What follows belongs to an exercise in optimizing a design on an open flow for small area; a production flow would make more cautious choices.
Only simulation tests tie the RTL to the original design; equivalence was not proved.
No driver is modelled on the clock port, so clocking that relies on it looks cheaper here than on a real chip.

Setup of main:
==> flow/design.v <==
module alu(
    input [3:0] op,
    input [17:0] a,
    input [17:0] b,
    output reg [17:0] result,
    output zf,
    output cf
);
    wire sub = op[3];
    wire [18:0] sum = {1'b0, a} + {1'b0, b ^ {18{sub}}} + {18'd0, sub};
    assign zf = sum[17:0] == 18'd0;
    assign cf = ~sum[18];
    always @(*) begin
        case (op[2:0])
            3'd3, 3'd4: result = a & b;
            3'd5: result = ~(a & b);
            3'd6: result = ~(a | b);
            default: result = sum[17:0];
        endcase
    end
endmodule
module control_unit(
    input [3:0] opcode,
    input ZF,
    input CF,
    output reg branch,
    output pc_write
);
    always @(*) begin
        case (opcode)
            4'd11: branch = ZF;
            4'd12: branch = !ZF && !CF;
            4'd13: branch = !ZF && CF;
            4'd14: branch = !CF;
            4'd15: branch = ZF || CF;
            default: branch = 1'b0;
        endcase
    end
    assign pc_write = branch | (opcode == 4'd7);
endmodule
module rf_aoi222(input a0, input b0, input a1, input b1, input a2, input b2, output y);
    assign y = ~((a0 & b0) | (a1 & b1) | (a2 & b2));
endmodule
module rf_nand2(input a, input b, output y);
    assign y = ~(a & b);
endmodule
module rf_nand6(input [5:0] g, output y);
    assign y = ~&g;
endmodule
module rf_read_bit(input [15:0] sel, input [15:0] d, output y);
    wire [5:0] g;
    rf_aoi222 u0(.a0(sel[0]),  .b0(d[0]),  .a1(sel[1]),  .b1(d[1]),  .a2(sel[2]),  .b2(d[2]),  .y(g[0]));
    rf_aoi222 u1(.a0(sel[3]),  .b0(d[3]),  .a1(sel[4]),  .b1(d[4]),  .a2(sel[5]),  .b2(d[5]),  .y(g[1]));
    rf_aoi222 u2(.a0(sel[6]),  .b0(d[6]),  .a1(sel[7]),  .b1(d[7]),  .a2(sel[8]),  .b2(d[8]),  .y(g[2]));
    rf_aoi222 u3(.a0(sel[9]),  .b0(d[9]),  .a1(sel[10]), .b1(d[10]), .a2(sel[11]), .b2(d[11]), .y(g[3]));
    rf_aoi222 u4(.a0(sel[12]), .b0(d[12]), .a1(sel[13]), .b1(d[13]), .a2(sel[14]), .b2(d[14]), .y(g[4]));
    rf_nand2  u5(.a(sel[15]), .b(d[15]), .y(g[5]));
    rf_nand6  u6(.g(g), .y(y));
endmodule
module register_file(input [15:0] sel, input [287:0] regs, output [17:0] rdata);
    genvar b, i;
    generate
        for (b = 0; b < 18; b = b + 1) begin : bits
            wire [15:0] d;
            for (i = 0; i < 16; i = i + 1) begin : regs_i
                assign d[i] = regs[18*i + b];
            end
            rf_read_bit u(.sel(sel), .d(d), .y(rdata[b]));
        end
    endgenerate
endmodule
module cpu(
    input clk,
    input reset,
    output wire [9:0] imem_addr,
    input wire [17:0] imem_data,
    output wire [9:0] dmem_addr,
    output wire dmem_we,
    output wire [17:0] dmem_wdata,
    input wire [17:0] dmem_rdata,
    output wire [3:0] debug_opcode,
    output wire debug_pc_write,
    output wire debug_branch
);
    reg [9:0] program_counter;
    reg ZF_bit, CF_bit;
    reg [17:0] regs [0:15];
    reg [15:0] valid;
    wire [3:0] opcode = imem_data[17:14];
    wire [3:0] rd  = imem_data[13:10];
    wire [3:0] rs1 = imem_data[9:6];
    wire [3:0] rs2 = imem_data[3:0];
    wire [9:0] addr = imem_data[9:0];
    wire [17:0] simm = {{12{imem_data[5]}}, imem_data[5:0]};
    wire is_st  = opcode == 4'd9;
    wire is_cmp = opcode == 4'd10;
    wire is_ld  = opcode == 4'd8;
    wire reg_write = (opcode != 4'd0) && (opcode[3] == 1'b0 ? opcode != 4'd7 : is_ld);
    wire [3:0] sel_a = (is_cmp | is_st) ? rd : rs1;
    wire [15:0] oh_a = (16'd1 << sel_a) & valid;
    wire [15:0] oh_b = (16'd1 << rs2) & valid;
    wire [287:0] regs_flat;
    genvar gi;
    generate
        for (gi = 0; gi < 16; gi = gi + 1) begin : flat
            assign regs_flat[18*gi +: 18] = regs[gi];
        end
    endgenerate
    wire [17:0] rdata_a, rdata_b;
    register_file port_a(.sel(oh_a), .regs(regs_flat), .rdata(rdata_a));
    register_file port_b(.sel(oh_b), .regs(regs_flat), .rdata(rdata_b));
    wire use_imm = (opcode == 4'd2) | (opcode == 4'd4);
    wire [17:0] opb = use_imm ? simm : rdata_b;
    wire [17:0] alu_result;
    wire zf_in, cf_in;
    alu my_alu(.op(opcode), .a(rdata_a), .b(opb), .result(alu_result), .zf(zf_in), .cf(cf_in));
    wire [17:0] write_data = is_ld ? dmem_rdata : alu_result;
    wire branch, pc_write;
    control_unit cu(.opcode(opcode), .ZF(ZF_bit), .CF(CF_bit), .branch(branch), .pc_write(pc_write));
    always @(posedge clk) begin
        if (reg_write) regs[rd] <= write_data;
    end
    always @(posedge clk or posedge reset) begin
        if (reset) begin
            valid <= 16'd0;
            program_counter <= 10'd1023;
            ZF_bit <= 1'b0;
            CF_bit <= 1'b0;
        end else begin
            if (reg_write) valid[rd] <= 1'b1;
            if (is_cmp) begin
                ZF_bit <= zf_in;
                CF_bit <= cf_in;
            end
            program_counter <= program_counter + (pc_write ? addr : 10'd1);
        end
    end
    assign imem_addr = program_counter;
    assign dmem_addr = addr;
    assign dmem_we = is_st;
    assign dmem_wdata = rdata_a;
    assign debug_opcode = opcode;
    assign debug_pc_write = pc_write;
    assign debug_branch = branch;
endmodule
export LEC_CHECK = 0
export CAP_MARGIN = 20
export CORE_MARGIN = 2
export CORE_UTILIZATION = 50
export CTS_BUF_LIST = sky130_fd_sc_hd__clkbuf_8
export CTS_CLUSTER_DIAMETER = 50
export CTS_CLUSTER_SIZE = 15
export SLEW_MARGIN = 20
export SYNTH_HIERARCHICAL = 1
export SYNTH_MINIMUM_KEEP_SIZE = 0
create_clock -name core_clock -period 7.0 [get_ports {clk}]
standard.sh (not shown) runs the stock make flow with config.mk's settings and CLKGATE_MAP_FILE= SYNTH_SCRIPT=/design/flow/synth_recipe.tcl, a recipe that flattens the netlist after the stock synthesis.
==> flow/flow/run.sh <==
#!/bin/bash
set -euo pipefail
export BUFFER_PORTS_ARGS="-buffer_cell sky130_fd_sc_hd__buf_1"
bash standard.sh > flow.log 2>&1
main: all stages complete, timing, DRC and antenna checks passed
Changes in the feature branch relative to main:
Settings: removing CTS_CLUSTER_SIZE (formerly 15); removing CTS_CLUSTER_DIAMETER (formerly 50); removing CTS_BUF_LIST (formerly sky130_fd_sc_hd__clkbuf_8); changing CORE_UTILIZATION from 50 to 30.
==> flow/run.sh (new file) <==
#!/bin/bash
# synth_recipe.tcl (not shown) runs the flow's synth.tcl, then flattens the netlist and writes it again
# the make line also repeats each setting of config.mk as NAME=value (left out here)
make -C /OpenROAD-flow-scripts/flow DESIGN_CONFIG=/design/flow/config.mk WORK_HOME=/design/flow/orfs CLKGATE_MAP_FILE= SYNTH_SCRIPT=/design/flow/synth_recipe.tcl finish
removed: flow/flow/run.sh
removed: flow/standard.sh
Notes after the runs:
Re layout overhead on the synthesized area: the feature branch and main aren't equal, and the higher value belongs to the feature branch.
Looking at global-route usage, the feature branch sits 12 points lower than main does.
The feature branch vs main: final setup slack of the worst path down in the feature branch

## trial 7
Another version of the RTL of cpu (not shown whole).
Size in the first run: about 83 I/O pins, roughly 0.014 mm² of cells after synthesis.
==> flow/config.mk <==
export PLATFORM = sky130hd
export DESIGN_NAME = cpu
export DESIGN_NICKNAME = cpu
export VERILOG_FILES = /design/flow/design.v
export SDC_FILE = /design/flow/constraint.sdc
export NUM_CORES = 4
export LEC_CHECK = 0
export CAP_MARGIN = 20
export CORE_MARGIN = 2
export CORE_UTILIZATION = 50
export SLEW_MARGIN = 20
export SYNTH_HIERARCHICAL = 1
export SYNTH_MINIMUM_KEEP_SIZE = 0
==> flow/constraint.sdc <==
create_clock -name core_clock -period 7.0 [get_ports {clk}]
set_input_delay 1.4000 -clock core_clock [delete_from_list [all_inputs] [get_ports {clk}]]
set_output_delay 1.4000 -clock core_clock [all_outputs]
set_load 0.01 [all_outputs]
==> flow/flow/run.sh <==
#!/bin/bash
set -euo pipefail
export BUFFER_PORTS_ARGS="-buffer_cell sky130_fd_sc_hd__buf_1"
export CTS_ARGS="-sink_clustering_enable -repair_clock_nets -dont_use_dummy_load -buf_list sky130_fd_sc_hd__clkbuf_4 -sink_clustering_size 8 -sink_clustering_max_diameter 40"
bash standard.sh cts > flow_cts.log 2>&1
R=orfs/results/sky130hd/cpu/base
DS_IN=$R/4_cts.odb DS_OUT=$R/4_cts_ds.odb DS_SDC=$R/4_cts.sdc DS_MARGIN=0.7 \
  openroad -no_init -exit flow/downsize.tcl > downsize.log 2>&1
UB_IN=$R/4_cts_ds.odb UB_OUT=$R/4_cts_ub.odb UB_SDC=$R/4_cts.sdc UB_MARGIN=0.6 \
  openroad -no_init -exit flow/unbuf.tcl > unbuf.log 2>&1
mv -f $R/4_cts_ub.odb $R/4_cts.odb
bash standard.sh > flow.log 2>&1
==> flow/flow/downsize.tcl <==
# Post-CTS area recovery: each combinational cell is tried at the smaller
# drive strengths of its own family (same function and pins), smallest first;
# a change is kept only if the worst setup slack stays at least DS_MARGIN ns
# and the worst hold slack non-negative (placement-estimated parasitics).
# Flip-flops and clock cells are left alone. Then the usual design and timing
# repair, and detailed placement to legalize.
# Environment: DS_IN, DS_OUT (odb), DS_SDC, DS_MARGIN (ns), FLOW_HOME.
set platform $::env(FLOW_HOME)/platforms/sky130hd
read_liberty $platform/lib/sky130_fd_sc_hd__tt_025C_1v80.lib
# the platform's don't-use cells (probe and low-power cells), as in ORFS
set_dont_use [get_lib_cells {*/sky130_fd_sc_hd__probe* */sky130_fd_sc_hd__lpflow_*}]
read_db $::env(DS_IN)
read_sdc $::env(DS_SDC)
source $platform/setRC.tcl
estimate_parasitics -placement
set margin [expr {$::env(DS_MARGIN) * 1e-9}]
set block [ord::get_db_block]
set db [ord::get_db]

proc core_area {} {
  set a 0
  foreach inst [[ord::get_db_block] getInsts] {
    set m [$inst getMaster]
    if {[$m getType] eq "CORE"} { set a [expr {$a + [$m getWidth] * [$m getHeight]}] }
  }
  return [expr {$a / 1e6}]
}
puts "start area [format %.1f [core_area]] wns [sta::worst_slack_cmd max]"

# cell families: sky130_fd_sc_hd__<function>_<drive>
array set fam {}
foreach lib [$db getLibs] {
  foreach m [$lib getMasters] {
    set n [$m getName]
    if {[regexp {^(sky130_fd_sc_hd__[a-z0-9]+)_([0-9]+)$} $n -> base drv]} {
      lappend fam($base) [list [$m getWidth] $n]
    }
  }
}
set tried 0
set kept 0
foreach inst [$block getInsts] {
  set m [$inst getMaster]
  if {[$m getType] ne "CORE"} continue
  set n [$m getName]
  if {![regexp {^(sky130_fd_sc_hd__[a-z0-9]+)_([0-9]+)$} $n -> base drv]} continue
  if {[string match "*df*" $base] || [string match "*clk*" $base] || [string match "*dl*" $base]} continue
  set w [$m getWidth]
  foreach c [lsort -integer -index 0 $fam($base)] {
    set cw [lindex $c 0]
    set cn [lindex $c 1]
    if {$cw >= $w} break
    incr tried
    set iname [$inst getName]
    replace_cell [get_cells $iname] [get_lib_cells */$cn]
    estimate_parasitics -placement
    if {[sta::worst_slack_cmd max] < $margin || [sta::worst_slack_cmd min] < 0} {
      replace_cell [get_cells $iname] [get_lib_cells */$n]
      estimate_parasitics -placement
    } else {
      incr kept
      break
    }
  }
}
puts "tried $tried kept $kept"
estimate_parasitics -placement
repair_design
repair_timing -setup_margin [expr {$::env(DS_MARGIN) / 2.0}]
detailed_placement
check_placement
estimate_parasitics -placement
puts "end area [format %.1f [core_area]] wns [sta::worst_slack_cmd max] whs [sta::worst_slack_cmd min]"
write_db $::env(DS_OUT)
==> flow/flow/unbuf.tcl <==
# Greedy buffer removal: each buffer that drives no port, is driven by no
# port and is not in the clock network is removed (its loads moved to its
# input net); the removal is kept only if the worst setup slack stays at
# least UB_MARGIN ns, hold slack non-negative and no max slew/capacitance
# violation appears; otherwise the buffer is put back as it was.
# Environment: UB_IN, UB_OUT (odb), UB_SDC, UB_MARGIN (ns), FLOW_HOME.
set platform $::env(FLOW_HOME)/platforms/sky130hd
read_liberty $platform/lib/sky130_fd_sc_hd__tt_025C_1v80.lib
# the platform's don't-use cells (probe and low-power cells), as in ORFS
set_dont_use [get_lib_cells {*/sky130_fd_sc_hd__probe* */sky130_fd_sc_hd__lpflow_*}]
read_db $::env(UB_IN)
read_sdc $::env(UB_SDC)
source $platform/setRC.tcl
estimate_parasitics -placement
set margin [expr {$::env(UB_MARGIN) * 1e-9}]
set block [ord::get_db_block]
set db [ord::get_db]
proc core_area {} {
  set a 0
  foreach inst [[ord::get_db_block] getInsts] {
    set m [$inst getMaster]
    if {[$m getType] eq "CORE"} { set a [expr {$a + [$m getWidth] * [$m getHeight]}] }
  }
  return [expr {$a / 1e6}]
}
puts "start area [format %.1f [core_area]] wns [sta::worst_slack_cmd max]"
set nslew [sta::max_slew_violation_count]
set ncap [sta::max_capacitance_violation_count]
set cands {}
foreach inst [$block getInsts] {
  set n [[$inst getMaster] getName]
  if {![regexp {^sky130_fd_sc_hd__(buf|clkbuf)_[0-9]+$} $n]} continue
  set ok 1
  foreach it [$inst getITerms] {
    if {![$it isInputSignal] && ![$it isOutputSignal]} continue
    set net [$it getNet]
    if {$net eq "NULL" || [llength [$net getBTerms]] > 0 || [$net getSigType] eq "CLOCK"} { set ok 0; break }
  }
  if {$ok} { lappend cands [$inst getName] }
}
puts "candidates [llength $cands]"
set removed 0
foreach name $cands {
  set inst [$block findInst $name]
  set master [$inst getMaster]
  set loc [$inst getLocation]
  set orient [$inst getOrient]
  set in_net NULL; set out_net NULL; set in_term ""; set out_term ""
  foreach it [$inst getITerms] {
    if {[$it isInputSignal]} { set in_net [$it getNet]; set in_term [[$it getMTerm] getName] } elseif {[$it isOutputSignal]} { set out_net [$it getNet]; set out_term [[$it getMTerm] getName] }
  }
  set out_name [$out_net getName]
  set loads {}
  foreach it [$out_net getITerms] {
    if {[$it getInst] eq $inst} continue
    lappend loads [list [[$it getInst] getName] [[$it getMTerm] getName]]
  }
  # remove
  foreach l $loads {
    set it [[$block findInst [lindex $l 0]] findITerm [lindex $l 1]]
    $it disconnect
    $it connect $in_net
  }
  foreach it [$inst getITerms] { if {[$it isInputSignal] || [$it isOutputSignal]} { $it disconnect } }
  odb::dbInst_destroy $inst
  odb::dbNet_destroy $out_net
  estimate_parasitics -placement
  if {[sta::worst_slack_cmd max] < $margin || [sta::worst_slack_cmd min] < 0
      || [sta::max_slew_violation_count] > $nslew || [sta::max_capacitance_violation_count] > $ncap} {
    # put it back
    set inst [odb::dbInst_create $block $master $name]
    $inst setOrient $orient
    $inst setLocation [lindex $loc 0] [lindex $loc 1]
    $inst setPlacementStatus PLACED
    set out_net [odb::dbNet_create $block $out_name]
    [$inst findITerm $in_term] connect $in_net
    [$inst findITerm $out_term] connect $out_net
    foreach l $loads {
      set it [[$block findInst [lindex $l 0]] findITerm [lindex $l 1]]
      $it disconnect
      $it connect $out_net
    }
    estimate_parasitics -placement
  } else {
    incr removed
  }
}
puts "removed $removed"
detailed_placement
check_placement
estimate_parasitics -placement
puts "end area [format %.1f [core_area]] wns [sta::worst_slack_cmd max] whs [sta::worst_slack_cmd min]"
write_db $::env(UB_OUT)
Trial 7 reached the end of the flow, and the finished layout is clean on the timing, design-rule and antenna checks.
[inputs] trial 86 vs trial 7
diff --git a/flow/flow/downsize.tcl b/flow/flow/downsize.tcl
--- a/flow/flow/downsize.tcl
+++ b/flow/flow/downsize.tcl
@@ -8,6 +8,4 @@
 set platform $::env(FLOW_HOME)/platforms/sky130hd
 read_liberty $platform/lib/sky130_fd_sc_hd__tt_025C_1v80.lib
-# the platform's don't-use cells (probe and low-power cells), as in ORFS
-set_dont_use [get_lib_cells {*/sky130_fd_sc_hd__probe* */sky130_fd_sc_hd__lpflow_*}]
 read_db $::env(DS_IN)
 read_sdc $::env(DS_SDC)
diff --git a/flow/flow/unbuf.tcl b/flow/flow/unbuf.tcl
--- a/flow/flow/unbuf.tcl
+++ b/flow/flow/unbuf.tcl
@@ -7,6 +7,4 @@
 set platform $::env(FLOW_HOME)/platforms/sky130hd
 read_liberty $platform/lib/sky130_fd_sc_hd__tt_025C_1v80.lib
-# the platform's don't-use cells (probe and low-power cells), as in ORFS
-set_dont_use [get_lib_cells {*/sky130_fd_sc_hd__probe* */sky130_fd_sc_hd__lpflow_*}]
 read_db $::env(UB_IN)
 read_sdc $::env(UB_SDC)
The flow ended early for trial 86: it failed with a tool error in 6_report. Global-route usage: trial 86 vs trial 7, no meaningful difference. Number of global-route vias before repair of trial 7 is on par with trial 86. | wire length of the first global-routing pass | trial 7 vs trial 86 | ≈ equal |. Between trial 7 and trial 86, the via count does not differ in any meaningful way. Post-DP HPWL: trial 86 vs trial 7 identical. Delta (trial 86 minus trial 7): site row count neither gained nor lost much, total wirelength of the detailed-routed design neither gained nor lost much, global routing usage on met2 neither gained nor lost much. From trial 86 to trial 7, synthesized cell count did not move at all. Trial 7 → trial 86: fraction of met1 tracks used by global routing went down by 0.18 points, met3 routed wirelength went up by about 0.7%.

separate check: timing with driven ports:
The results above use ideal ports. As a check the final layouts listed here were re-extracted and re-timed, cells and wires unchanged. Step 1, drivers: a clkbuf_16 drives clk and a buf_2 each remaining input, both assumed. Step 2, shift: input delay + t, output delay - t, t = (earliest + latest rising clock arrival at the registers) / 2. This alone moves slack from input paths to output paths. Three values: ideal, step 1, step 2; two values: the first two.
| run | t, ns | setup WS [ns] | worst hold slack (ns) | worst setup path at the end | worst register clock-pin slew, ns |
|---|---|---|---|---|---|
| main | 0.659 | 0.637 / 0.660 / 0.001 | 0.494 / 0.494 / 0.494 | input to register | 0.10 / 0.10 |
| the feature branch | 0.621 | 0.525 / 0.546 / -0.075 | 0.475 / 0.475 / 0.475 | input to register | 0.07 / 0.07 |
| trial 7 | 0.695 | 0.328 / 0.340 / -0.354 | 0.503 / 0.503 / 0.503 | input to register | 0.10 / 0.10 |
With both steps, setup timing fails in the feature branch and trial 7, where it was met with ideal ports. The setup slack of trial 7, which loses most, moves by +0.012 ns with the drivers and by -0.682 ns with both steps.
